This is an optimization exercise on Yosys and OpenROAD, whose aim is a short achievable clock period and few clock cycles, not a production implementation. At most, simulation tests tie the RTL to the original design; equivalence was not proved. No activity file was given, so power comes from the tool's default toggle rates.

the baseline:
// cpu
module cpu(input         clk, reset,
           input  [15:0] dataout, instruction,
           output        MemRd, MemWr,
           output [15:0] datain, instrAddr, dataAddr);
export LEC_CHECK = 0
export CAP_MARGIN = 20
export CORE_MARGIN = 2
export CORE_UTILIZATION = 55
export PLACE_DENSITY = 0.7
export SLEW_MARGIN = 20
export SYNTH_HIERARCHICAL = 1
create_clock -name core_clock -period 13.0 [get_ports {clk}]
standard.sh (not shown) runs the stock make flow with config.mk's settings and CLKGATE_MAP_FILE= SYNTH_SCRIPT=/design/flow/synth_recipe.tcl, a recipe that flattens the netlist after the stock synthesis.
==> flow/flow/run.sh <==
#!/bin/bash
# Own flow: the standard layout, with two changes to how it is made (the clock period
# and constraints are unchanged):
#  - the port buffers that buffer_ports inserts are plain buffers (buf_2), not whatever cell
#    it picks by default (a delay cell on this platform);
#  - repair_timing aims for more setup slack than the default.
set -euo pipefail
bash standard.sh SETUP_SLACK_MARGIN=9.3 'BUFFER_PORTS_ARGS=-buffer_cell sky130_fd_sc_hd__buf_2' finish > flow_standard.log 2>&1
Testbench counts of the baseline, summed over its fixed seeds: cycles 9,499.
For the candidate, these inputs were changed with respect to the baseline:
--- a/flow/design.v
+++ b/flow/design.v
@@ -121,19 +121,12 @@
       end
     end
   endgenerate
   assign s  = p ^ {g[3][3:0], 1'b0};
   assign co = g[3][4];
 endmodule
-module carry5(input  [4:0] a, b,
-              output       c);
-  wire [4:0] g = a & b;
-  wire [4:0] t = a | b;
-  assign c = g[4] | (t[4] & g[3]) | (t[4] & t[3] & g[2]) | (t[4] & t[3] & t[2] & g[1]) |
-             (t[4] & t[3] & t[2] & t[1] & g[0]);
-endmodule
 module cpu(input         clk, reset,
            input  [15:0] dataout, instruction,
            output        MemRd, MemWr,
            output [15:0] datain, instrAddr, dataAddr);
   reg [15:0] pc;           
   reg [15:0] ras;          
@@ -197,15 +190,13 @@
   wire [15:0] i  = instruction;
   wire [3:0]  op = i[15:12];
   wire [15:0] pc2;
   wire [10:0] hip, him;
   pcinc pci(pc, pc2, hip, him);
   wire [5:0]  lo;
-  wire        lo5n;    
-  ksadd5 loa(pc[4:0], i[4:0], lo[4:0], lo5n);
-  carry5 lca(pc[4:0], i[4:0], lo[5]);
+  ksadd5 loa(pc[4:0], i[4:0], lo[4:0], lo[5]);
   wire        c5 = lo[5];    
   wire [15:0] jt = {pc2[15:13], i[11:0], 1'b0};
   wire fbr  = (op[3:2] == 2'b10);
   wire fj   = (op[3:1] == 3'b110);
   wire fret = (op == 4'd14);
   wire [3:0] fpq;
### Flow results
- The candidate ended with every stage complete and zero timing, DRC or antenna violations.
- Going from the baseline to the candidate, wire length of the first global-routing pass lower, overall power after layout lower, power dissipated by switching net loads lower.
- In the candidate the clock power turned out about 7% lower than in the baseline.
- The candidate vs the baseline — number of vias per cell after detailed routing dropped slightly
- Relative to the baseline, total detailed-routing wirelength has decreased by about 4.5% in the candidate.
- [the candidate] minimum clock period after layout rose 0.022 ns relative to the baseline
- Sort the candidate and the baseline by count of cells along the worst register-to-register path, descending, and the baseline comes first.
- Diff the baseline -> the candidate: sequential fraction of design power went up, endpoint required time on the critical path went up.
Testbench counts of the candidate, summed over its fixed seeds: cycles 9,499.

---

Another version of the RTL of cpu (not shown whole).
Size in the first run: ~84 I/O pins.
==> flow/config.mk <==
export PLATFORM = sky130hd
export DESIGN_NAME = cpu
export DESIGN_NICKNAME = cpu
export VERILOG_FILES = /design/flow/design.v
export SDC_FILE = /design/flow/constraint.sdc
export NUM_CORES = 4
export LEC_CHECK = 0
export CAP_MARGIN = 20
export CORE_MARGIN = 2
export CORE_UTILIZATION = 40
export PLACE_DENSITY = 0.6
export SLEW_MARGIN = 20
export SYNTH_HIERARCHICAL = 1
==> flow/constraint.sdc <==
create_clock -name core_clock -period 13.0 [get_ports {clk}]
set_input_delay 2.6000 -clock core_clock [delete_from_list [all_inputs] [get_ports {clk}]]
set_output_delay 2.6000 -clock core_clock [all_outputs]
set_load 0.01 [all_outputs]
==> flow/flow/run.sh <==
#!/bin/bash
# Own flow: the standard layout, with two changes to how it is made (the clock period
# and constraints are unchanged):
#  - the port buffers that buffer_ports inserts are plain buffers (buf_2), not whatever cell
#    it picks by default (a delay cell on this platform);
#  - repair_timing aims for more setup slack than the default.
set -euo pipefail
bash standard.sh SETUP_SLACK_MARGIN=9.2 'BUFFER_PORTS_ARGS=-buffer_cell sky130_fd_sc_hd__buf_2' finish > flow_standard.log 2>&1
Next try:
--- a/flow/design.v
+++ b/flow/design.v
@@ -13,28 +13,37 @@
 endmodule
 module nsel #(parameter WIDTH = 11)
              (input              pt, c,
               input  [WIDTH-1:0] t1, t0, n,
               output [WIDTH-1:0] y);
   assign y = pt ? (c ? t1 : t0) : n;
 endmodule
 module bpred(input  [3:0] op,
              input        i11, i4,
-             input  [2:0] rs,
-             input  [7:0] rdo,
-             input  [7:0] pne, eqz, equ,
-             output       pt);
+             input  [2:0] rs, rd,
+             input  [7:1] kz, kn, xw,
+             output       p1, p0, pm, hx);
   wire fbr = (op[3:2] == 2'b10);
   wire fps = i4 | op[0] | (~op[1] & i11);
   wire zc  = op[1] & (i11 | (rs == 3'd0));       
-  wire rne = |(rdo & pne);
-  wire req = |(rdo & eqz) | (|(rdo & equ) & i4);
-  assign pt = fbr & (zc ? (op[0] ? rne : req) : fps);
+  wire [7:0] z = {kz, 1'b1};
+  wire [7:0] n = {kn, 1'b0};
+  wire [7:0] x = {xw, 1'b0};
+  wire rne = ~z[rd];
+  wire req = z[rd] | (~n[rd] & i4);
+  assign pm = fbr & (zc ? (op[0] ? rne : req) : fps);
+  assign p1 = fbr & (zc ? ~op[0] : fps);
+  assign p0 = fbr & (zc ? op[0] : fps);
+  assign hx = zc & x[rd];
+endmodule
+module psel(input hx, xz, p1, p0, pm,
+            output y);
+  assign y = hx ? (xz ? p1 : p0) : pm;
 endmodule
 module ao4 #(parameter WIDTH = 16)
             (input              s0, s1, s2, s3,
              input  [WIDTH-1:0] d0, d1, d2, d3,
              output [WIDTH-1:0] y);
   assign y = ({WIDTH{s0}} & d0) | ({WIDTH{s1}} & d1) | ({WIDTH{s2}} & d2) | ({WIDTH{s3}} & d3);
 endmodule
 module fdec(input  [3:0] op,
             output       sj, sr, sb, ss);
@@ -80,34 +89,18 @@
   kslvl #(16, 1) l1(g0, p, g1, p1);
   kslvl #(16, 2) l2(g1, p1, g2, p2);
   kslvl #(16, 4) l3(g2, p2, g3, p3);
   kslvl #(16, 8) l4(g3, p3, g4, p4);
   assign cout = g4[15];
 endmodule
 module misl(input  eq, lt, m2, m1, m0, rw,
             output mis);
   assign mis = (eq & m2) | (~eq & (lt ? m1 : m0)) | rw;
-endmodule
-module dec8(input  [2:0] a,
-            output [7:0] y);
-  assign y = 8'd1 << a;
-endmodule
-module ksadd5(input  [4:0] a, b,
-              output [4:0] s,
-              output       co);
-  wire [4:0] p = a ^ b;
-  wire [4:0] g0 = a & b;
-  wire [4:0] g1, p1, g2, p2, g3, p3;
-  kslvl #(5, 1) l1(g0, p, g1, p1);
-  kslvl #(5, 2) l2(g1, p1, g2, p2);
-  kslvl #(5, 4) l3(g2, p2, g3, p3);
-  assign s  = p ^ {g3[3:0], 1'b0};
-  assign co = g3[4];
 endmodule
 module cpu(input         clk, reset,
            input  [15:0] dataout, instruction,
            output        MemRd, MemWr,
            output [15:0] datain, instrAddr, dataAddr);
   reg [15:0] pc;           
   reg [15:0] ras;          
   reg        xv;           
   reg [7:1]  xao, xbo;     
@@ -161,32 +154,27 @@
   wire        mz  = (mres == 16'd0);
   wire [7:1]  mw  = mwe & {7{~mld}};
   wire [7:1]  kzm = ~xwd & ((mw & {7{mz}}) | (~mwe & zf));
   wire [7:1]  knm = ~xwd & ((mw & {7{~mz}}) | (~mwe & ~zf));
   wire [15:0] i  = instruction;
   wire [3:0]  op = i[15:12];
   wire [15:0] pc2;
   wire [10:0] hip, him;
   pcinc pci(pc, pc2, hip, him);
-  wire [5:0]  lo;
-  ksadd5 loa(pc[4:0], i[4:0], lo[4:0], lo[5]);
+  wire [5:0]  lo = {1'b0, pc[4:0]} + {1'b0, i[4:0]};
   wire        c5 = lo[5];    
   wire [15:0] jt = {pc2[15:13], i[11:0], 1'b0};
   wire fbr  = (op[3:2] == 2'b10);
   wire fj   = (op[3:1] == 3'b110);
   wire fret = (op == 4'd14);
-  wire [7:1] xk  = xwd & {7{xzk}};
-  wire [7:1] ekz = (xk & {7{xz}}) | kzm;           
-  wire [7:1] ekn = (xk & {7{~xz}}) | knm;          
-  wire fpt;
-  wire [7:0] rdo;
-  dec8 rdd(i[10:8], rdo);
-  bpred bp(op, i[11], i[4], i[7:5], rdo, {~ekz, 1'b0}, {ekz, 1'b1}, {~ekn, 1'b0}, fpt);
+  wire fpt, fp1, fp0, fpm, fhx;
+  bpred bp(op, i[11], i[4], i[7:5], i[10:8], kzm, knm, xwd & {7{xzk}}, fp1, fp0, fpm, fhx);
+  psel ps(fhx, xz, fp1, fp0, fpm, fpt);
   wire [10:0] bt1 = i[4] ? pc[15:5] : hip;
   wire [10:0] bt0 = i[4] ? him : pc[15:5];
   wire [10:0] bth;
   cmux #(11) btm(c5, bt1, bt0, bth);
   wire [15:0] bt = {bth, lo[4:0]};
   wire        sj, sr, sb, ss;
   fdec fd0(op, sj, sr, sb, ss);
   wire [15:0] p1, p0, pn, t1, t0, tn, fn, pcd;
   ao4 #(16) a1(sj, sr, ss, sb, jt, ras, pc2, {bt1, lo[4:0]}, p1);    
Result: Clock-buffer cell count goes up by 5. Sequential power hardly moves. Design area goes down by 1.7%. Worst setup slack degrades by 0.23 ns. Combinational power goes down by about 2%. Core utilization goes down by 0.80 points. Worst hold slack improves by 0.026 ns. Power goes down by 2.2%. Critical path depth goes up by 1. Routed wire length goes down by about 2%. Synthesized cell count goes down by 2.6%. Non-clock buffer count goes down by 29.
No run of this note included a check of the RTL's function; only the layout flow was run.

==> port drivers added, routing unchanged <==
In the flow no input, the clock included, has a driving cell. The finished layouts below were timed again as built, in two steps. Step 1 (the two cells are an assumption about what drives the block):
set clk [get_ports {clk}]
set_driving_cell -lib_cell sky130_fd_sc_hd__clkbuf_16 $clk
set_driving_cell -lib_cell sky130_fd_sc_hd__buf_2 [delete_from_list [all_inputs] $clk]
Step 2 also shifts input and output timing later by t, the mid clock arrival at the registers, as if the neighbouring blocks saw the same clock. Three values: no drivers, after step 1, after step 2; two values: the first two.
run	t, ns	setup slack, ns	hold slack, ns	pins driven straight from the clock port
the baseline	0.636	9.163 / 9.105 / 8.566	0.354 / 0.354 / 0.354	1
the candidate	0.613	9.141 / 9.136 / 8.543	0.345 / 0.345 / 0.345	1
the first run of note 2	0.617	8.817 / 8.722 / 8.105	0.339 / 0.339 / 0.339	1
the second run of note 2	0.626	8.586 / 8.465 / 7.839	0.364 / 0.364 / 0.364	1
After both steps every run listed still meets setup and hold. For the second run of note 2, which loses most, drivers alone change the setup slack by -0.121 ns; drivers and shift together by -0.747 ns.
